This design comes from an exercise in tuning for small area on the open sky130 flow, not from production work.
Function not checked in this run: the RTL went through the layout flow alone.
Power figures rest on the tool's default switching activity, not on a simulated workload.

==> design/flow/design.v <==
module fifo
#(
	parameter FIFO_DEPTH	= 8,
	parameter FIFO_WIDTH	= 32
)
(
	input							RST_N,
	input							FIFO_WR_CLK,
	input							FIFO_WR_CE,
	input							FIFO_WR_ENA,
	input [FIFO_WIDTH -1:0]		FIFO_WR_DATA,
	input							FIFO_WR_LAST,
	output 						FIFO_WR_FULL,
	output 						FIFO_WR_ALM_FULL,
	input [FIFO_DEPTH -1:0]		FIFO_WR_ALM_COUNT,
	input 							FIFO_RD_CLK,
	input 							FIFO_RD_CE,
	input 							FIFO_RD_ENA,
	output [FIFO_WIDTH -1:0]	FIFO_RD_DATA,
	output 						FIFO_RD_EMPTY,
	output 						FIFO_RD_ALM_EMPTY,
	input [FIFO_DEPTH -1:0]		FIFO_RD_ALM_COUNT
);
	reg [FIFO_DEPTH -1:0]	wr_adrs, wr_rd_count_d1r, wr_rd_count;
	reg 						wr_full, wr_alm_full;
	reg [FIFO_DEPTH -1:0]	rd_adrs, rd_wr_count_d1r, rd_wr_count;
	reg 						rd_empty, rd_alm_empty;
	wire 						wr_ena;
	reg 						wr_ena_req;
	reg [FIFO_DEPTH -1:0]	wr_adrs_req;
	wire 						rd_wr_ena, rd_wr_ena_ack;
	reg 						rd_wr_ena_d1r, rd_wr_ena_d2r, rd_wr_ena_d3r;
	reg							rd_wr_full_d1r, rd_wr_full;
	wire						rd_ena;
	reg 						rd_ena_req;
	reg [FIFO_DEPTH -1:0]	rd_adrs_req;
	wire 						wr_rd_ena, wr_rd_ena_ack;
	reg 						wr_rd_ena_d1r, wr_rd_ena_d2r, wr_rd_ena_d3r;
	reg							wr_rd_empty_d1r, wr_rd_empty;
	wire						reserve_ena;
	reg							reserve_empty, reserve_read;
	wire						reserve_alm_empty;
	reg [FIFO_WIDTH -1:0]	reserve_data;
	wire [FIFO_WIDTH -1:0]	rd_fifo;
	assign wr_ena = (!wr_full)?(FIFO_WR_ENA):1'b0;
	always @(posedge FIFO_WR_CLK or negedge RST_N) begin
		if(!RST_N) begin
			wr_adrs				<= 0;
		end else if(FIFO_WR_CE) begin
			if(wr_ena) wr_adrs	<= wr_adrs + 1;
		end
	end
	wire [FIFO_DEPTH -1:0] wr_adrs_s1, wr_adrs_s2;
	assign wr_adrs_s1 = wr_rd_count;
	assign wr_adrs_s2 = wr_rd_count -1;
	always @(posedge FIFO_WR_CLK or negedge RST_N) begin
		if(!RST_N) begin
			wr_full			<= 1'b0;
			wr_alm_full		<= 1'b0;
		end else if(FIFO_WR_CE) begin
			if(wr_ena & (wr_adrs == wr_adrs_s1)) begin
				wr_full		<= 1'b1;
			end else if(wr_rd_ena & !(wr_adrs == wr_adrs_s1)) begin
				wr_full		<= 1'b0;
			end
			if(wr_ena & ((wr_adrs == wr_adrs_s1) | (wr_adrs == wr_adrs_s2))) begin
				wr_alm_full	<= 1'b1;
			end else if(wr_rd_ena & !((wr_adrs == wr_adrs_s1) | (wr_adrs == wr_adrs_s2))) begin
				wr_alm_full	<= 1'b0;
			end
		end
	end
	always @(posedge FIFO_WR_CLK or negedge RST_N) begin
		if(!RST_N) begin
			wr_rd_count_d1r	<= {FIFO_DEPTH{1'b1}};
			wr_rd_count		<= {FIFO_DEPTH{1'b1}};
			wr_rd_ena_d1r		<= 1'b0;
			wr_rd_ena_d2r		<= 1'b0;
			wr_rd_ena_d3r		<= 1'b0;
		end else if(FIFO_WR_CE) begin
			wr_rd_ena_d1r		<= rd_ena_req;
			wr_rd_ena_d2r		<= wr_rd_ena_d1r;
			wr_rd_ena_d3r		<= wr_rd_ena_d2r;
			if(wr_rd_ena) begin
				wr_rd_count	<= rd_adrs_req;
				wr_rd_empty	<= rd_empty;
			end
		end
	end
	assign wr_rd_ena		= wr_rd_ena_d2r & ~wr_rd_ena_d3r;
	assign wr_rd_ena_ack	= wr_rd_ena_d2r & wr_rd_ena_d3r;
	wire [FIFO_DEPTH -1:0] wr_adrs_req_s1;
	assign wr_adrs_req_s1 = wr_adrs -1;
	reg [FIFO_DEPTH -1:0]	wr_last;
	always @(posedge FIFO_WR_CLK or negedge RST_N) begin
		if(!RST_N) begin
			wr_ena_req		<= 1'b0;
			wr_adrs_req		<= {FIFO_DEPTH{1'b1}};
			wr_last			<= {FIFO_DEPTH{1'b1}};
		end else if(FIFO_WR_CE) begin
			if(wr_ena & FIFO_WR_LAST) begin
				wr_last		<= wr_adrs;
			end
			if(~wr_ena_req & ~rd_wr_ena_ack & (wr_adrs_req != wr_last)) begin
				wr_ena_req	<= 1'b1;
				wr_adrs_req	<= wr_last;
			end else if(rd_wr_ena_ack) begin
				wr_ena_req	<= 1'b0;
			end
		end
	end
	always @(posedge FIFO_RD_CLK or negedge RST_N) begin
		if(!RST_N) begin
			rd_adrs		<= 0;
		end else if(FIFO_RD_CE) begin
			if(!rd_empty_d & rd_ena) begin
				rd_adrs	<= rd_adrs + 1;
			end
		end
	end
	wire [FIFO_DEPTH -1:0] rd_adrs_s1, rd_adrs_s2;
	assign rd_adrs_s1 = rd_wr_count;
	assign rd_adrs_s2 = rd_wr_count -1;
	reg rd_empty_d;
	always @(posedge FIFO_RD_CLK or negedge RST_N) begin
		if(!RST_N) begin
			rd_empty		<= 1'b1;
			rd_empty_d	<= 1'b1;
			rd_alm_empty	<= 1'b1;
		end else if(FIFO_RD_CE) begin
			if(rd_wr_ena) begin
				if(rd_ena & !rd_empty_d) begin
					rd_empty_d	<= (rd_adrs == wr_adrs_req);
				end else begin
					rd_empty_d	<= (rd_adrs == wr_adrs_req + 1'b1);
				end
			end else if(rd_ena & (rd_adrs == rd_adrs_s1)) begin
				rd_empty_d	<= 1'b1;
			end
			rd_empty <= rd_empty_d;
			if(rd_ena & ((rd_adrs == rd_adrs_s1) | (rd_adrs == rd_adrs_s2))) begin
				rd_alm_empty	<= 1'b1;
			end else if(rd_wr_ena & !((rd_adrs == rd_adrs_s1) | (rd_adrs == rd_adrs_s2))) begin
				rd_alm_empty	<= 1'b0;
			end
		end
	end
	always @(posedge FIFO_RD_CLK or negedge RST_N) begin
		if(!RST_N) begin
			rd_wr_ena_d1r		<= 1'b0;
			rd_wr_ena_d2r		<= 1'b0;
			rd_wr_ena_d3r		<= 1'b0;
			rd_wr_count_d1r	<= {FIFO_DEPTH{1'b1}};
			rd_wr_count		<= {FIFO_DEPTH{1'b1}};
		end else if(FIFO_RD_CE) begin
			rd_wr_ena_d1r		<= wr_ena_req;
			rd_wr_ena_d2r		<= rd_wr_ena_d1r;
			rd_wr_ena_d3r		<= rd_wr_ena_d2r;
			if(rd_wr_ena) begin
				rd_wr_count	<= wr_adrs_req;
				rd_wr_full	<= wr_full;
			end
		end
	end
	assign rd_wr_ena		= ~rd_wr_ena_d3r & rd_wr_ena_d2r;
	assign rd_wr_ena_ack	= rd_wr_ena_d3r & rd_wr_ena_d2r;
	wire [FIFO_DEPTH -1:0] rd_adrs_req_s1;
	assign rd_adrs_req_s1 = rd_adrs -1;
	always @(posedge FIFO_RD_CLK or negedge RST_N) begin
		if(!RST_N) begin
			rd_ena_req	<= 1'b0;
			rd_adrs_req	<= 0;
		end else if(FIFO_RD_CE) begin
			if(~rd_ena_req & (rd_adrs_req != rd_adrs_req_s1) & ~wr_rd_ena_ack) begin
				rd_ena_req	<= 1'b1;
				rd_adrs_req	<= rd_adrs_req_s1;
			end else if(wr_rd_ena_ack) begin
				rd_ena_req	<= 1'b0;
			end
		end
	end
	assign reserve_ena = reserve_empty_d & ~rd_empty & ~FIFO_RD_ENA;
   assign rd_ena = reserve_ena;
	reg reserve_rdena;
	reg reserve_empty_d;
	always @(posedge FIFO_RD_CLK or negedge RST_N) begin
		if(!RST_N) begin
			reserve_data			<= {FIFO_WIDTH{1'b0}};
			reserve_empty			<= 1'b1;
			reserve_rdena			<= 1'b0;
			reserve_empty_d		<= 1'b1;
		end else if(FIFO_RD_CE) begin
			if(rd_ena) begin
				reserve_data		<= rd_fifo;
			end
			if(reserve_ena) begin
				reserve_empty_d	<= 1'b0;
			end else if(FIFO_RD_ENA) begin
				reserve_empty_d	<= 1'b1;
			end
			if(FIFO_RD_ENA) begin
				reserve_empty		<= 1'b1;
			end else begin
				reserve_empty		<= reserve_empty_d;
			end
			reserve_rdena			<= FIFO_RD_ENA;
		end
	end
	assign reserve_alm_empty = (rd_empty & ~reserve_empty);
	assign FIFO_WR_FULL			= wr_full;
	assign FIFO_WR_ALM_FULL		= wr_alm_full;
	assign FIFO_RD_EMPTY			= (FIFO_RD_ENA)?rd_empty:reserve_empty;
	assign FIFO_RD_ALM_EMPTY	= (FIFO_RD_ENA)?rd_alm_empty:reserve_alm_empty;
	assign FIFO_RD_DATA			= (reserve_empty)?rd_fifo:reserve_data;
	fifo_ram #(FIFO_DEPTH,FIFO_WIDTH) u_fifo_ram(
		.WR_CLK  ( FIFO_WR_CLK  ),
		.WR_CE   ( FIFO_WR_CE   ),
		.WR_ENA  ( wr_ena  ),
		.WR_ADRS ( wr_adrs ),
		.WR_DATA ( FIFO_WR_DATA ),
		.RD_CLK  ( FIFO_RD_CLK  ),
		.RD_CE   ( FIFO_RD_CE   ),
		.RD_ADRS ( rd_adrs ),
		.RD_DATA ( rd_fifo )
		);
endmodule
module fifo_ram
#(
	parameter DEPTH	= 12,
	parameter WIDTH	= 32
)
(
	input					WR_CLK,
	input					WR_CE,
	input					WR_ENA,
	input [DEPTH -1:0] 	WR_ADRS,
	input [WIDTH -1:0]	WR_DATA,
	input 					RD_CLK,
	input 					RD_CE,
	input [DEPTH -1:0] 	RD_ADRS,
	output [WIDTH -1:0]	RD_DATA
);
	reg [WIDTH -1:0]		ram [0:(2**DEPTH) -1];
	reg [WIDTH -1:0]		rd_reg;
	always @(posedge WR_CLK) begin
		if(WR_CE & WR_ENA) ram[WR_ADRS] <= WR_DATA;
	end
	always @(posedge RD_CLK) begin
		if(RD_CE) rd_reg <= ram[RD_ADRS];
	end
	assign RD_DATA = rd_reg;
endmodule
module uartcon_clk
  (
   input  rst_n,
   input  clk,
   output reg out_clk,
   output tick
   );
   reg [7:0] count;
   parameter RESET_COUNT = 8'd7;
   always @(posedge clk or negedge rst_n) begin
      if(!rst_n) begin
         count[7:0]  <= 8'd0;
         out_clk     <= 1'b0;
      end else begin
         if(count[7:0] == RESET_COUNT) begin
            count[7:0]  <= 8'd0;
            out_clk     <= ~out_clk;
         end else begin
            count[7:0]  <= count[7:0] + 8'd1;
         end
      end
   end
   assign tick = (count[7:0] == RESET_COUNT) && (out_clk == 1'b0);
endmodule
module uartcon_rx
  (
   input            rst_n,
   input            clk,
   input            ce,
   input            rxd,
   output           valid,
   output reg [7:0] data
   );
   reg [2:0]    reg_rxd;
   reg [1:0]    sample_count;
   reg [2:0]    bit_count;
   reg [7:0]    rx_data;
   reg [3:0]    state;
   localparam S_IDLE    = 4'd0;
   localparam S_START   = 4'd1;
   localparam S_DATA    = 4'd2;
   localparam S_STOP    = 4'd3;
   localparam S_LAST    = 4'd4;
   wire         detect_startbit, sample_point;
   always @(posedge clk or negedge rst_n) begin
      if(!rst_n) begin
         reg_rxd[2:0] <= 3'd0;
      end else if(ce) begin
         reg_rxd[2:0] <= {reg_rxd[1:0], rxd};
      end
   end
   assign detect_startbit = (state == S_IDLE) && (reg_rxd[2] == 1'b1) && (reg_rxd[1] == 1'b0);
   always @(posedge clk or negedge rst_n) begin
      if(!rst_n) begin
         sample_count[1:0] <= 2'd0;
      end else if(ce) begin
         if(detect_startbit == 1'b1) begin
            sample_count[1:0] <= 2'd0;
         end else begin
            sample_count[1:0] <= sample_count[1:0] + 2'd1;
         end
      end
   end
   assign sample_point = (sample_count[1:0] == 2'd0)?1'b1:1'b0;
   always @(posedge clk or negedge rst_n) begin
      if(!rst_n) begin
         state <= S_IDLE;
         bit_count[2:0] <= 3'd0;
         rx_data[7:0] <= 8'd0;
      end else if(ce) begin
         case(state)
           S_IDLE: begin
              if(detect_startbit == 1'b1) begin
                 state <= S_START;
                 bit_count[2:0] <= 3'd0;
              end
           end
           S_START: begin
              if(sample_point == 1'b1) begin
                 if(reg_rxd[1] == 1'b0) begin
                    state <= S_DATA;
                 end else begin
                    state <= S_IDLE;
                 end
              end
           end
           S_DATA: begin
              if(sample_point == 1'b1) begin
                 data[7:0] <= {reg_rxd[1], data[7:1]};
                 if(bit_count[2:0] == 3'd7) begin
                    state <= S_STOP;
                 end else begin
                    bit_count[2:0] <= bit_count[2:0] + 3'd1;
                 end
              end
           end
           S_STOP: begin
              if(sample_point == 1'b1) begin
                 if(reg_rxd[1] == 1'b1) begin
                    state <= S_LAST;
                 end else begin
                    state <= S_IDLE;
                 end
              end
           end
           S_LAST: begin
              state <= S_IDLE;
           end
         endcase
      end
   end
   assign valid = (state == S_LAST)?1'b1:1'b0;
endmodule
module uartcon_tx
(
   input       rst_n,
   input       clk,
   input       ce,
   output reg  txd,
   input       valid,
   output reg  load,
   input [7:0] data
);
   reg [1:0]   sample_count;
   reg [2:0]   bit_count;
   reg [7:0]   tx_data;
   wire        sample_point;
   reg [3:0]   state;
   localparam S_IDLE    = 4'd0;
   localparam S_START   = 4'd1;
   localparam S_DATA    = 4'd2;
   localparam S_STOP    = 4'd3;
   localparam S_LAST    = 4'd4;
   always @(posedge clk or negedge rst_n) begin
      if(!rst_n) begin
         sample_count[1:0] <= 2'd0;
      end else if(ce) begin
         if(state != S_IDLE) begin
            sample_count[1:0] <= sample_count[1:0] + 2'd1;
         end else begin
            sample_count[1:0] <= 2'd0;
         end
      end
   end
   assign sample_point = (sample_count[1:0] == 2'd3)?1'b1:1'b0;
   always @(posedge clk or negedge rst_n) begin
      if(!rst_n) begin
         state          <= S_IDLE;
         tx_data[7:0]   <= 8'd0;
         load           <= 1'b0;
         txd            <= 1'b1;
         bit_count[2:0] <= 3'd0;
      end else if(ce) begin
         case(state)
           S_IDLE: begin
              if(valid == 1'b1) begin
                 state        <= S_START;
                 tx_data[7:0] <= data[7:0];
                 load         <= 1'b1;
              end
              bit_count[2:0]  <= 3'd0;
           end
           S_START: begin
              load     <= 1'b0;
              txd      <= 1'b0;
              if(sample_point == 1'b1) begin
                 state <= S_DATA;
              end
           end
           S_DATA: begin
              txd <= tx_data[0];
              if(sample_point == 1'b1) begin
                 tx_data[7:0]   <= {1'b0, tx_data[7:1]};
                 bit_count[2:0] <= bit_count[2:0] + 3'd1;
                 if(bit_count[2:0] == 3'd7) begin
                    state <= S_STOP;
                 end
              end
           end
           S_STOP: begin
              txd <= 1'b1;
              if(sample_point == 1'b1) begin
                 state <= S_LAST;
              end
           end
           S_LAST: begin
              txd <= 1'b1;
              if(sample_point == 1'b1) begin
                 state <= S_IDLE;
              end
           end
         endcase
      end
   end
endmodule
module uartcon_top
  (
   input        rst_n,
   input        clk,
   output       txd,
   input        rxd,
   input        write,
   input [7:0]  wdata,
   output       full,
   output       almost_full,
   output       wempty,
   input        read,
   output [7:0] rdata,
   output       empty,
   output       almost_empty
   );
   wire         uart_clk;
   wire         uart_ce;
   wire [7:0]   tx_data;
   wire         tx_empty, tx_almost_empty;
   wire         load;
   wire [7:0]   rx_data;
   wire         rx_full, rx_almost_full;
   wire         save;
   reg			tx_empty_reg;
   reg			tx_empty_d1, tx_empty_d2;
   always @(posedge clk or negedge rst_n) begin
	  if(!rst_n) begin
		 tx_empty_reg <= 1'b1;
		 tx_empty_d1 <= 1'b0;
		 tx_empty_d2 <= 1'b0;
	  end else begin
		 tx_empty_d1 <= tx_empty;
		 tx_empty_d2 <= tx_empty_d1;
		 if((tx_empty_d2 == 1'b0) && (tx_empty_d1 == 1'b1)) begin
			tx_empty_reg <= 1'b1;
		 end else if(write == 1'b1) begin
			tx_empty_reg <= 1'b0;
		 end
	  end
   end
   assign wempty = tx_empty_reg;
   uartcon_clk u_uartcon_clk
     (
      .rst_n      ( rst_n     ),
      .clk        ( clk       ),
      .out_clk    ( uart_clk  ),
      .tick       ( uart_ce   )
      );
   fifo
     #(
       .FIFO_DEPTH(7),  
       .FIFO_WIDTH(8)   
       )
   u_tx_fifo
     (
      .RST_N              ( rst_n             ),
      .FIFO_WR_CLK        ( clk               ),
      .FIFO_WR_CE         ( 1'b1              ),
      .FIFO_WR_ENA        ( write             ),
      .FIFO_WR_LAST       ( 1'b1              ),
      .FIFO_WR_DATA       ( wdata[7:0]        ),
      .FIFO_WR_FULL       ( full              ),
      .FIFO_WR_ALM_FULL   ( almost_full       ),
      .FIFO_WR_ALM_COUNT  ( 7'd1              ),
      .FIFO_RD_CLK        ( clk               ),
      .FIFO_RD_CE         ( uart_ce           ),
      .FIFO_RD_ENA        ( load              ),
      .FIFO_RD_DATA       ( tx_data[7:0]      ),
      .FIFO_RD_EMPTY      ( tx_empty          ),
      .FIFO_RD_ALM_EMPTY  ( tx_almost_empty   ),
      .FIFO_RD_ALM_COUNT  ( 7'd1              )
      );
   fifo
     #(
       .FIFO_DEPTH(7),  
       .FIFO_WIDTH(8)   
       )
   u_rx_fifo
     (
      .RST_N              ( rst_n             ),
      .FIFO_WR_CLK        ( clk               ),
      .FIFO_WR_CE         ( uart_ce           ),
      .FIFO_WR_ENA        ( save              ),
      .FIFO_WR_LAST       ( 1'b1              ),
      .FIFO_WR_DATA       ( rx_data[7:0]      ),
      .FIFO_WR_FULL       ( rx_full           ),
      .FIFO_WR_ALM_FULL   ( rx_almost_full    ),
      .FIFO_WR_ALM_COUNT  ( 7'd1              ),
      .FIFO_RD_CLK        ( clk               ),
      .FIFO_RD_CE         ( 1'b1              ),
      .FIFO_RD_ENA        ( read              ),
      .FIFO_RD_DATA       ( rdata[7:0]        ),
      .FIFO_RD_EMPTY      ( empty             ),
      .FIFO_RD_ALM_EMPTY  ( almost_empty      ),
      .FIFO_RD_ALM_COUNT  ( 7'd1              )
      );
    uartcon_tx u_uartcon_tx
      (
       .rst_n  ( rst_n         ),
       .clk    ( clk           ),
       .ce     ( uart_ce       ),
       .txd    ( txd           ),
       .valid  ( ~tx_empty     ),
       .load   ( load          ),
       .data   ( tx_data[7:0]  )
    );
    uartcon_rx u_uartcon_rx
      (
       .rst_n  ( rst_n         ),
       .clk    ( clk           ),
       .ce     ( uart_ce       ),
       .rxd    ( rxd           ),
       .valid  ( save          ),
       .data   ( rx_data[7:0]  )
       );
endmodule
module uartcon_ctrl
  (
   input         RST_N,
   input         CLK,
   input         EMPTY,
   input         AEMPTY,
   output        READ,
   input [7:0]   RDATA,
   output        WRITE,
   input         FULL,
   input         AFULL,
   input         WEMPTY,
   output [7:0]  WDATA,
   output        U_RUN,
   output        U_STOP,
   output        U_WRITE,
   output        U_READ,
   output [31:0] U_ADRS,
   input [31:0]  U_RDATA,
   output [31:0] U_WDATA
   );
   function [3:0] f_hex2bin;
	  input [7:0] data;
	  begin
		 if((data[7:0] >= 8'h30) && (data[7:0] <= 8'h39)) begin
			f_hex2bin[3:0] = data[7:0] - 8'h30;
		 end else if((data[7:0] >= 8'h41) && (data[7:0] <= 8'h46)) begin
			f_hex2bin[3:0] = data[7:0] - 8'h41 + 8'd10;
		 end else if((data[7:0] >= 8'h61) && (data[7:0] <= 8'h66)) begin
			f_hex2bin[3:0] = data[7:0] - 8'h61 + 8'd10;
		 end else begin
			f_hex2bin[3:0] = 8'd0;
		 end
	  end
   endfunction
   localparam [23:0]	P_CMD_GET	= "get";
   localparam [23:0]	P_CMD_SET	= "set";
   localparam [23:0]	P_CMD_RUN	= "run";
   localparam [23:0]	P_CMD_STP	= "stp";
   localparam S_INIT		= 6'd0;
   localparam S_PROMPT1		= 6'd1;
   localparam S_PROMPT2		= 6'd2;
   localparam S_IDLE		= 6'd3;
   localparam S_GETCHAR		= 6'd4;
   localparam S_GET_CMD		= 6'd5;
   localparam S_GET_SPACE1	= 6'd6;
   localparam S_GET_ADRS	= 6'd7;
   localparam S_GET_SPACE2	= 6'd8;
   localparam S_GET_DATA	= 6'd9;
   localparam S_DECODE1		= 6'd10;
   localparam S_EXECUTE		= 6'd11;
   localparam S_ERROR		= 6'd12;
   localparam S_WRITEBACK1	= 6'd13;
   localparam S_WRITEBACK2	= 6'd14;
   localparam S_WRITEBACK3	= 6'd15;
   localparam S_WRITEBACK4	= 6'd16;
   localparam S_WRITEBACK5	= 6'd17;
   localparam S_WRITEBACK6	= 6'd18;
   localparam S_FINISH		= 6'd19;
   localparam S_NEWLINE1	= 6'd20;
   localparam S_NEWLINE2	= 6'd21;
   localparam S_DECODE0		= 6'd22;
   reg [5:0]	ctrl_state;
   reg			uart_write;
   reg [7:0]    uart_wdata;
   reg [4:0]    buff_wp;
   reg [4:0]    buff_rp;
   reg [4:0]    buff_ct;
   reg [23:0]   buff_cmd;
   reg [23:0]   buff_rtn;
   reg [31:0]   buff_adrs;
   reg [31:0]   buff_rad;
   reg [31:0]   buff_data;
   reg [31:0]   buff_cnt;
   reg			user_write;
   reg			user_read;
   reg			user_run;
   reg			user_stop;
   reg [7:0]    uart_buff[0:31];
   always @(posedge CLK or negedge RST_N) begin
	  if(!RST_N) begin
		 ctrl_state		<= S_INIT;
		 uart_write		<= 1'b0;
		 uart_wdata[7:0]	<= 8'd0;
		 buff_wp[4:0]	<= 5'd0;
		 buff_rp[4:0]	<= 5'd0;
		 buff_ct[4:0]	<= 5'd0;
		 buff_cmd[23:0]	<= 24'd0;
		 buff_rtn[23:0]	<= 24'd0;
		 buff_adrs[31:0]	<= 32'd0;
		 buff_data[31:0]	<= 32'd0;
		 buff_cnt[31:0]	<= 32'd0;
		 buff_rad[31:0]	<= 32'd0;
		 user_write		<= 1'b0;
		 user_read		<= 1'b0;
		 user_run		<= 1'b0;
		 user_stop		<= 1'b0;
	  end else begin
		 case(ctrl_state)
		   S_INIT: begin
		     ctrl_state		<= S_PROMPT1;
			  uart_write		<= 1'b0;
			  uart_wdata[7:0]	<= 8'd0;
			  buff_wp[4:0]	<= 5'd0;
			  buff_rp[4:0]	<= 5'd0;
			  buff_ct[4:0]	<= 5'd0;
			  buff_cmd[23:0]	<= 24'd0;
			  buff_adrs[31:0]	<= 32'd0;
			  buff_data[31:0]	<= 32'd0;
			  buff_cnt[31:0]	<= 32'd0;
			  buff_rad[31:0]	<= 32'd0;
			  user_write		<= 1'b0;
			  user_read		<= 1'b0;
	       end
		   S_PROMPT1: begin
			  ctrl_state		<= S_PROMPT2;
			  uart_write		<= 1'b1;
			  uart_wdata[7:0]	<= 8'h3E;	 
		   end
		   S_PROMPT2: begin
			  ctrl_state <= S_IDLE;
			  uart_write		<= 1'b1;
			  uart_wdata[7:0]	<= 8'h20;	 
		   end
		   S_IDLE: begin
			  uart_write		<= 1'b0;
			  if(!EMPTY) begin
				 ctrl_state	<= S_GETCHAR;
			  end
		   end
		   S_GETCHAR: begin
			  uart_write		<= 1'b1;
			  uart_wdata[7:0]	<= RDATA[7:0];	 
			  buff_wp[4:0]	<= buff_wp[4:0] + 5'd1;
			  uart_buff[buff_wp[4:0]]	<= RDATA[7:0];
			  if(RDATA[7:0] == 8'h0D) begin
				 ctrl_state	<= S_NEWLINE1;
			  end else begin
				 ctrl_state	<= S_IDLE;
			  end
			  buff_rp[4:0]	<= 5'd0;
			  buff_ct[4:0]	<= 5'd0;
		   end
		   S_NEWLINE1: begin
			  ctrl_state	<= S_GET_CMD;
			  uart_wdata[7:0]	<= 8'h0A;	 
		   end
		   S_GET_CMD: begin
			  if(buff_rp[4:0] == buff_wp[4:0]) begin
				 ctrl_state	<= S_DECODE0;
			  end else if(uart_buff[buff_rp[4:0]] == 8'h0D) begin
				 ctrl_state	<= S_DECODE0;
			  end else if(uart_buff[buff_rp[4:0]] == 8'h20) begin
				 ctrl_state	<= S_GET_SPACE1;
			  end else begin
				 if(buff_ct[4:0] < 5'd3) begin
					buff_cmd[23:0] <= {buff_cmd[15:0], uart_buff[buff_rp[4:0]]};
					buff_ct[4:0] <= buff_ct[4:0] + 8'd1;
				 end
			  end
			  buff_rp[4:0] <= buff_rp[4:0] + 5'd1;
			  uart_write		<= 1'b0;
		   end
		   S_GET_SPACE1: begin
			  if(buff_rp[4:0] == buff_wp[4:0]) begin
				 ctrl_state	<= S_DECODE0;
			  end else if(uart_buff[buff_rp[4:0]] == 8'h0D) begin
				 ctrl_state	<= S_DECODE0;
			  end else if(uart_buff[buff_rp[4:0]] == 8'h20) begin
				 buff_rp[4:0] <= buff_rp[4:0] + 5'd1;
			  end else begin
				 ctrl_state	<= S_GET_ADRS;
			  end
			  buff_ct[4:0]	<= 5'd0;
		   end
		   S_GET_ADRS: begin
			  if(buff_rp[4:0] == buff_wp[4:0]) begin
				 ctrl_state	<= S_DECODE0;
			  end else if(uart_buff[buff_rp[4:0]] == 8'h0D) begin
				 ctrl_state	<= S_DECODE0;
			  end else if(uart_buff[buff_rp[4:0]] == 8'h20) begin
				 ctrl_state	<= S_GET_SPACE2;
			  end else begin
				 if(buff_ct[4:0] < 5'd8) begin
					buff_adrs[31:0] <= {buff_adrs[27:0], f_hex2bin(uart_buff[buff_rp[4:0]])};
					buff_ct[4:0] <= buff_ct[4:0] + 5'd1;
				 end
			  end
			  buff_rp[4:0] <= buff_rp[4:0] + 5'd1;
		   end
		   S_GET_SPACE2: begin
			  if(buff_rp[4:0] == buff_wp[4:0]) begin
				 ctrl_state	<= S_DECODE0;
			  end else if(uart_buff[buff_rp[4:0]] == 8'h0D) begin
				 ctrl_state	<= S_DECODE0;
			  end else if(uart_buff[buff_rp[4:0]] == 8'h20) begin
				 buff_rp[4:0] <= buff_rp[4:0] + 5'd1;
			  end else begin
				 ctrl_state	<= S_GET_DATA;
			  end
			  buff_ct[4:0]	<= 5'd0;
		   end
		   S_GET_DATA: begin
			  if(buff_rp[4:0] == buff_wp[4:0]) begin
				 ctrl_state	<= S_DECODE0;
			  end else if(uart_buff[buff_rp[4:0]] == 8'h0D) begin
				 ctrl_state	<= S_DECODE0;
			  end else begin
				 if(buff_ct[4:0] < 5'd8) begin
					buff_data[31:0] <= {buff_data[27:0], f_hex2bin(uart_buff[buff_rp[4:0]])};
					buff_ct[4:0] <= buff_ct[4:0] + 5'd1;
				 end
			  end
			  buff_rp[4:0] <= buff_rp[4:0] + 5'd1;
		   end
		   S_DECODE0: begin
			  ctrl_state	<= S_DECODE1;
			  case(buff_cmd[23:0])
				P_CMD_GET: begin
				   if(buff_data[31:0] == 32'd0) begin
					  buff_cnt[31:0]	<= 32'd1;
				   end else begin
					  buff_cnt[31:0]	<= buff_data[31:0];
				   end
				end
				default: begin
				   buff_cnt[31:0]	<= 32'd1;
				end
			  endcase
		   end
		   S_DECODE1: begin
			  case(buff_cmd[23:0])
				P_CMD_GET: begin
				   buff_data[31:0] <= U_RDATA[31:0];
				   user_read <= 1'b1;
				   ctrl_state	<= S_EXECUTE;
				end
				P_CMD_SET: begin
				   user_write <= 1'b1;
				   ctrl_state	<= S_EXECUTE;
				end
				P_CMD_RUN: begin
				   user_run <= 1'b1;
				   user_stop <= 1'b0;
				   ctrl_state	<= S_EXECUTE;
				end
				P_CMD_STP: begin
				   user_run <= 1'b0;
				   user_stop <= 1'b1;
				   ctrl_state	<= S_EXECUTE;
				end
				default: begin
				   ctrl_state	<= S_ERROR;
				end
			  endcase
			  uart_write	<= 1'b0;
			  buff_rad[31:0]	<= buff_adrs[31:0];
		   end
		   S_EXECUTE: begin
			  if(WEMPTY == 1'b1) begin
				 ctrl_state	<= S_WRITEBACK1;
			  end
			  user_read	<= 1'b0;
			  user_write	<= 1'b0;
			  buff_rtn[23:0]	<= "ACK";
			  buff_ct[4:0]	<= 5'd0;
		   end
		   S_ERROR: begin
			  ctrl_state	<= S_WRITEBACK1;
			  buff_rtn[23:0]	<= "ERR";
			  buff_ct[4:0]	<= 5'd0;
		   end
		   S_WRITEBACK1: begin
			  if(buff_ct[4:0] == 5'd2) begin
				 ctrl_state	<= S_WRITEBACK2;
			  end else begin
				 buff_ct[4:0]	<= buff_ct[4:0] + 5'd1;
			  end
			  uart_write		<= 1'b1;
			  uart_wdata[7:0]	<= buff_rtn[23:16];
			  buff_rtn[23:8]	<= buff_rtn[15:0];
		   end
		   S_WRITEBACK2: begin
			  ctrl_state	<= S_WRITEBACK3;
			  uart_wdata[7:0]	<= 8'h20;	 
			  buff_ct[4:0]	<= 5'd0;
			  uart_write		<= 1'b1;
		   end
		   S_WRITEBACK3: begin
			  if(buff_ct[4:0] == 5'd7) begin
				 ctrl_state	<= S_WRITEBACK4;
			  end else begin
				 buff_ct[4:0]	<= buff_ct[4:0] + 5'd1;
			  end
			  uart_write		<= 1'b1;
			  if(buff_rad[31:28] >= 4'd10) begin
				 uart_wdata[7:0]	<= {4'd0, buff_rad[31:28]} + 8'h41 - 8'd10;
			  end else begin
				 uart_wdata[7:0]	<= {4'd0, buff_rad[31:28]} + 8'h30;
			  end
			  buff_rad[31:4]	<= buff_rad[27:0];
		   end
		   S_WRITEBACK4: begin
			  ctrl_state	<= S_WRITEBACK5;
			  uart_wdata[7:0]	<= 8'h20;	 
			  buff_ct[4:0]	<= 5'd0;
			  uart_write		<= 1'b1;
		   end
		   S_WRITEBACK5: begin
			  if(buff_ct[4:0] == 5'd7) begin
				 ctrl_state	<= S_WRITEBACK6;
			  end else begin
				 buff_ct[4:0]	<= buff_ct[4:0] + 5'd1;
			  end
			  uart_write		<= 1'b1;
			  if(buff_data[31:28] >= 4'd10) begin
				 uart_wdata[7:0]	<= {4'd0, buff_data[31:28]} + 8'h41 - 8'd10;
			  end else begin
				 uart_wdata[7:0]	<= {4'd0, buff_data[31:28]} + 8'h30;
			  end
			  buff_data[31:4]	<= buff_data[27:0];
		   end
		   S_WRITEBACK6: begin
			  ctrl_state	<= S_NEWLINE2;
			  uart_wdata[7:0]	<= 8'h0D;	 
			  buff_ct[4:0]	<= 5'd0;
			  buff_adrs[31:0] <= buff_adrs[31:0] + 32'd1;
			  uart_write		<= 1'b1;
		   end
		   S_NEWLINE2: begin
			  if(buff_cnt[31:0] == 32'd1) begin
				 ctrl_state	<= S_FINISH;
			  end else begin
				 buff_cnt[31:0] <= buff_cnt[31:0] - 32'd1;
				 ctrl_state	<= S_DECODE1;
			  end
			  uart_wdata[7:0]	<= 8'h0A;	 
			  uart_write		<= 1'b1;
		   end
		   S_FINISH: begin
			  uart_write	<= 1'b0;
			  ctrl_state	<= S_INIT;
		   end
		 endcase
	  end
   end
   assign READ			= (ctrl_state == S_GETCHAR)?1'b1:1'b0;
   assign WRITE			= uart_write;
   assign WDATA[7:0]		= uart_wdata[7:0];
   assign U_RUN			= user_run;
   assign U_STOP			= user_stop;
   assign U_WRITE			= user_write;
   assign U_READ			= user_read;
   assign U_ADRS[31:0]	= buff_adrs[31:0];
   assign U_WDATA[31:0]	= buff_data[31:0];
endmodule
module debug_uart
  (
   input         RST_N,
   input         CLK,
   output        TXD,
   input         RXD,
   output reg [7:0]  LED,
   output        U_RUN,
   output        U_STOP,
   output        U_WRITE,
   output        U_READ,
   output [31:0] U_ADRS,
   input [31:0]  U_RDATA,
   output [31:0] U_WDATA
   );
   wire write;
   wire [7:0] wdata;
   wire       full, afull;
   wire       read;
   wire [7:0] rdata;
   wire       empty, aempty;
   wire       w_write;
   wire       w_read;
   wire [31:0] w_adrs;
   wire [31:0] w_rdata;
   wire [31:0] w_wdata;
   assign w_rdata = U_RDATA;
   assign U_WRITE = w_write;
   assign U_READ  = w_read;
   assign U_ADRS  = w_adrs;
   assign U_WDATA = w_wdata;
   uartcon_top u_uartcon_top
     (
	  .rst_n		( RST_N			),
	  .clk			( CLK    		),
	  .txd			( TXD			),
	  .rxd			( RXD			),
	  .write		( write			),
	  .wdata		( wdata[7:0]	),
	  .full			( full			),
	  .almost_full	( afull			),
	  .read			( read			),
	  .rdata		( rdata[7:0]	),
	  .empty		( empty			),
	  .almost_empty	( aempty		)
	  );
   uartcon_ctrl u_uartcon_ctrl
     (
	  .RST_N	( RST_N			),
	  .CLK		( CLK    		),
	  .EMPTY	( empty			),
	  .AEMPTY	( aempty		),
	  .READ		( read			),
	  .RDATA	( rdata[7:0]	),
	  .WRITE	( write			),
	  .FULL		( full			),
	  .AFULL	( afull			),
	  .WEMPTY	( 1'b1			),
	  .WDATA	( wdata[7:0]	),
	  .U_RUN	( U_RUN			),
	  .U_STOP	( U_STOP		),
	  .U_WRITE	( w_write		),
	  .U_READ	( w_read		),
	  .U_ADRS	( w_adrs[31:0]	),
	  .U_RDATA	( w_rdata[31:0]	),
	  .U_WDATA	( w_wdata[31:0]	)
      );
always @(posedge CLK or negedge RST_N) begin
  if(!RST_N) begin
    LED <= 0;
  end else begin
    if(w_write) begin
      case(w_adrs)
        32'h0000_0000: LED <= w_wdata[7:0];
      endcase
    end
  end
end
endmodule
==> design/flow/run.sh <==
#!/bin/bash
# synth_recipe.tcl (not shown) runs the flow's synth.tcl, then flattens the netlist and writes it again
# the make line also repeats each setting of config.mk as NAME=value (left out here)
make -C /OpenROAD-flow-scripts/flow DESIGN_CONFIG=/design/flow/config.mk WORK_HOME=/design/flow/orfs CLKGATE_MAP_FILE= SYNTH_SCRIPT=/design/flow/synth_recipe.tcl finish
==> design/flow/config.mk <==
export PLATFORM = sky130hd
export DESIGN_NAME = debug_uart
export DESIGN_NICKNAME = debug_uart
export VERILOG_FILES = /design/flow/design.v
export SDC_FILE = /design/flow/constraint.sdc
export NUM_CORES = 4
export LEC_CHECK = 0
export CAP_MARGIN = 20
export CORE_MARGIN = 2
export CORE_UTILIZATION = 40
export SLEW_MARGIN = 20
==> design/flow/constraint.sdc <==
create_clock -name core_clock -period 10.0 [get_ports {CLK}]
set_input_delay 2.0000 -clock core_clock [delete_from_list [all_inputs] [get_ports {CLK}]]
set_output_delay 2.0000 -clock core_clock [all_outputs]
set_load 0.01 [all_outputs]
==> out/qor.txt <==
YS warnings: 9
cell taking the most area after synthesis: edfxtp_1
Syn Std Cell Area: 111000 sq um
xor and xnor fraction of the mapped netlist area: 0.998%
Rel. slew slack: 25.8%
final core utilization: 45.4%
setup TNS: 0 ns
fin crit period: 5.60 ns
initial DRC count: 6160
Worst Path Buf+Inv: 2
post-synthesis compound-gate area fraction: 4.23%
kind of critical path: flop to flop
startpoint class of the critical path: flop
setup violators final: 0
Final Hold Viols: 0
total core area: 276000 sq um
Syn Area/Cell: 18.1 sq um
CP endpoint kind: flop
Post-synth EDFFs: 2320
GP Congestion: 0.893
Switching Fraction: 19.3%
worst reg2reg startpoint: u_uartcon_ctrl.buff_rp[4]$_DFFE_PN0P_
die area: 281000 sq um
vias in the first global route: 58200
r2r setup slk: 4.40 ns
ANT nets after route: 0
clk sink count: 2712
initial antenna violation count: 6
share of the synthesized area in the top cell type: 63.0%
storage element area: 79600 sq um
Seq cells post-synth: 2712
Comb pwr share: 0.2%
number of hold buffers added after cts: 0
count of cell types in the netlist: 101
final WL: 266 mm
gr ovfl total: 0
Filler cells: 23500
Total GRT Usage: 18.8%
sequential power share: 53.2%
R2R cell count: 16
Synth Instances: 6101
clock transition at the registers of the reported paths: 0.06 ns
number of vias per cell: 5.67
WP data required: 10.70 ns
largest cells by area after synthesis: edfxtp_1 (63%), mux4_2 (14%), dfrtp_1 (7.2%)
largest family of logic cells by synthesized area: multiplexers
Cell Area, Placed: 116000 sq um
Clk pwr share: 46.6%
Simple-Gate Fraction of Synth Area: 5.10%
hold crit path type: flop to flop
area of the multi-input gates: 29200 sq um
RSZ-0062 raised after global routing: false
Die X: 530 um
leakage: 40.7 nW
cells along the critical path: buf_4 -> inv_1 -> ha_1 -> a22o_1 -> a31oi_1 -> a21boi_0 -> nand4_1 -> o31ai_2 -> ha_1 -> nand2b_1 -> nor4b_2 -> a31oi_1 -> nand2b_2 -> a2111oi_2 -> or2_1 -> mux2_4
TritonCTS clock tree: yes
synth-to-layout area growth: 13.3%
Tightest Pin Transition: 1.10 ns
Synth Flop Type: edfxtp_1
P_int: 18.4 mW
number of CTS-inserted buffers: 297
row cnt: 193
Root Driver: clkbuf_16
HPWL Detailed: 161 mm
Seq/Total Area, Yosys: 71.9%
power per cell area: 182 nW/um^2
status: no timing/DRC/antenna violations
Max clock buf depth: 4
Hold Crit Start: u_uartcon_top.u_tx_fifo.wr_rd_ena_d1r$_DFF_PN0_
Worst EP arrival: 6.29 ns
largest net degree at the start of global routing: 135
cts repair resizes: 0
mux contribution to synthesized area: 15.5%
Starting Density: 40.1%
detailed-route via count: 57800
Worst Hold Path EP: u_uartcon_top.u_tx_fifo.wr_rd_ena_d2r$_DFF_PN0_
IO buf count: 111
setup bufs post-CTS: 0
syn nets: 6177
WHS Path Cells: 0
max incr delay on CP: 0.72 ns
slowest CP cell: buf_4
MaxCap Viol Count: 0
I/O pins: 112
first-pass GRT wire length: 396 mm
DRC: 0
Nets: 6342
Routed WL per cell: 26.1 um
First-pass DRT Iterations: 7
H-tree Lvls: 5
Die H: 530 um
worst IR drop on VDD: 0.138 mV
Post-synth ARST share: 14.2%
R2R Path End: u_uartcon_ctrl.ctrl_state[0]$_DFFE_PN0P_
Peak Freq: 179 MHz
share of layout cells above drive strength 1: 22.5%
clk latency of the worst-skew pair: 0.86 ns
adder-cell share of the synthesized area: 0.464%
design area: 125000 sq um
crit-path leading delay family: compound AO/OA/AOI/OAI gates
Psw: 4.41 mW
final worst path period share: 56.0%
Worst Skew: 0.0663 ns
fin. max-slew vios: 0
worst-path maximum fanout: 64
metrics by stage:
| step | hold slack, ns | worst slack, ns | std cells | power, mW |
|---|---|---|---|---|
| after floorplan | 0.331 | 5.28 | 6101 | 12.4 |
| after global placement | 0.334 | 4.53 | 9666 | 12.4 |
| after detailed placement | 0.337 | 4.39 | 9670 | 12.4 |
| after CTS | 0.351 | 4.38 | 10200 | 23.0 |
| after global routing | 0.358 | 3.96 | 10200 | 23.4 |
| final | 0.351 | 4.40 | 10200 | 22.8 |
Yosys cell counts, types with 9 or more instances:
cell type and number:
or3b_2 9, and3_1 34, a222oi_1 33, buf_6 14
nand3_1 113, mux2_2 118, dfstp_2 65, a221oi_1 10
nor2_1 478, xor2_1 52, nor3_1 90, and2_1 26
a32oi_1 13, nor3b_1 13, a31oi_1 28, a21oi_1 152
mux2i_1 64, o22ai_1 28, inv_1 121, buf_1 73
nor4_1 39, nand2_1 212, mux4_2 673, a32o_1 11
a22o_1 25, o2bb2ai_1 9, o21ai_1 13, buf_2 26
a22oi_1 62, dfrtp_1 319, o21ai_0 192, xnor2_1 74
nand4_1 35, or3_1 10, clkbuf_1 235, nand2b_1 30
a211oi_1 13, o32ai_1 12, ha_1 41, edfxtp_1 2320
nand3b_1 26, nor2b_1 35
power by group through the flow:
stage	sequential [mW]	clock (mW)	combinational, mW
after global placement	12.4	0	0.0525
after floorplan	12.4	0	0.00330
after global routing	12.1	11.3	0.0585
after detailed placement	12.4	0	0.0532
final	12.1	10.6	0.0502
after CTS	12.1	10.8	0.0533
final cells by class:
type | instances | share of cell area, %
antenna | 4 | 0.00799
clock inverter | 153 | 1.17
clock buffer | 367 | 6.28
tap | 3705 | 3.70
timing repair buffer | 220 | 1.63
multi-input combinational | 2913 | 23.3
inverter | 122 | 0.366
sequential | 2712 | 63.5
cell usage in the layout (no fill, tap or decap), types with 57 or more instances in the layout:
cell,count
mux2i_1,64
inv_1,121
a22oi_1,62
o21ai_0,192
dfrtp_1,300
xnor2_1,74
mux2_2,118
nand3_1,112
edfxtp_1,2320
clkbuf_16,301
dfstp_2,65
a21oi_1,152
mux4_2,673
buf_4,101
clkdlybuf4s50_1,110
nand2_1,209
nor2_1,475
clkbuf_1,57
nor3_1,82
worst register-to-register path: stages (launching register included):
cell and delay (ns):
dfrtp_2 0.43, buf_4 0.72, inv_1 0.49, ha_1 0.45, a22o_1 0.24, a31oi_1 0.17
a21boi_0 0.20, nand4_1 0.13, o31ai_2 0.51, ha_1 0.32, nand2b_1 0.09, nor4b_2 0.29
a31oi_1 0.10, nand2b_2 0.30, a2111oi_2 0.42, or2_1 0.30, mux2_4 0.33
how the worst max path moves through the flow:
stage                                          endpoint                             startpoint  slack (ns)  cells after the start
4_1_cts        u_uartcon_ctrl.ctrl_state[0]$_DFFE_PN0P_  u_uartcon_ctrl.buff_rp[4]$_DFFE_PN0P_        4.38                     16
2_1_floorplan  u_uartcon_ctrl.ctrl_state[0]$_DFFE_PN0P_  u_uartcon_ctrl.buff_rp[0]$_DFFE_PN0P_        5.28                     20
3_3_place_gp   u_uartcon_ctrl.ctrl_state[0]$_DFFE_PN0P_  u_uartcon_ctrl.buff_rp[4]$_DFFE_PN0P_        4.53                     16
5_1_grt        u_uartcon_ctrl.buff_adrs[16]$_DFFE_PN0P_  u_uartcon_ctrl.buff_rp[4]$_DFFE_PN0P_        3.96                     17
6_report       u_uartcon_ctrl.ctrl_state[0]$_DFFE_PN0P_  u_uartcon_ctrl.buff_rp[4]$_DFFE_PN0P_        4.40                     16
3_5_place_dp   u_uartcon_ctrl.ctrl_state[0]$_DFFE_PN0P_  u_uartcon_ctrl.buff_rp[4]$_DFFE_PN0P_        4.39                     16
metal layers:
metal	vias to the layer above	global-route usage, %	part of all wire [%]
li1	24900	-	-
met1	30600	26.7	43
met2	1949	30.8	49
met3	384	2.47	5.5
met4	0	4.76	2.3
met5	-	0	0
logic make-up after synthesis:
family,Yosys count
flip-flops,2712
AND/OR/NAND/NOR,1191
multiplexers,858
AO/OA/AOI/OAI,697
buffers and inverters,476
XOR/XNOR,126
adder cells (fa/ha/maj),41

separate check: timing with driven ports:
The results above use ideal ports. As a check the final layout listed here was re-extracted and re-timed, cells and wires unchanged. Step 1 assumes that a clkbuf_16 drives the clock port and a buf_2 every other input. Step 2 moves the port delays by t, midway between the first and last clock arrival at a register: inputs arrive t later, outputs are due t later. That takes back most of the time a late clock gives input paths. Slacks: no drivers / after step 1 / after step 2; pairs: no drivers / after step 1.
t, ns: 0.921
slack for setup (ns): 4.404 / 4.404 / 4.404
worst register clock-pin slew, ns: 0.06 / 0.06
After both steps this run still meets setup and hold. The setup slack of this run moves by 0.000 ns with the drivers and by 0.000 ns with both steps.
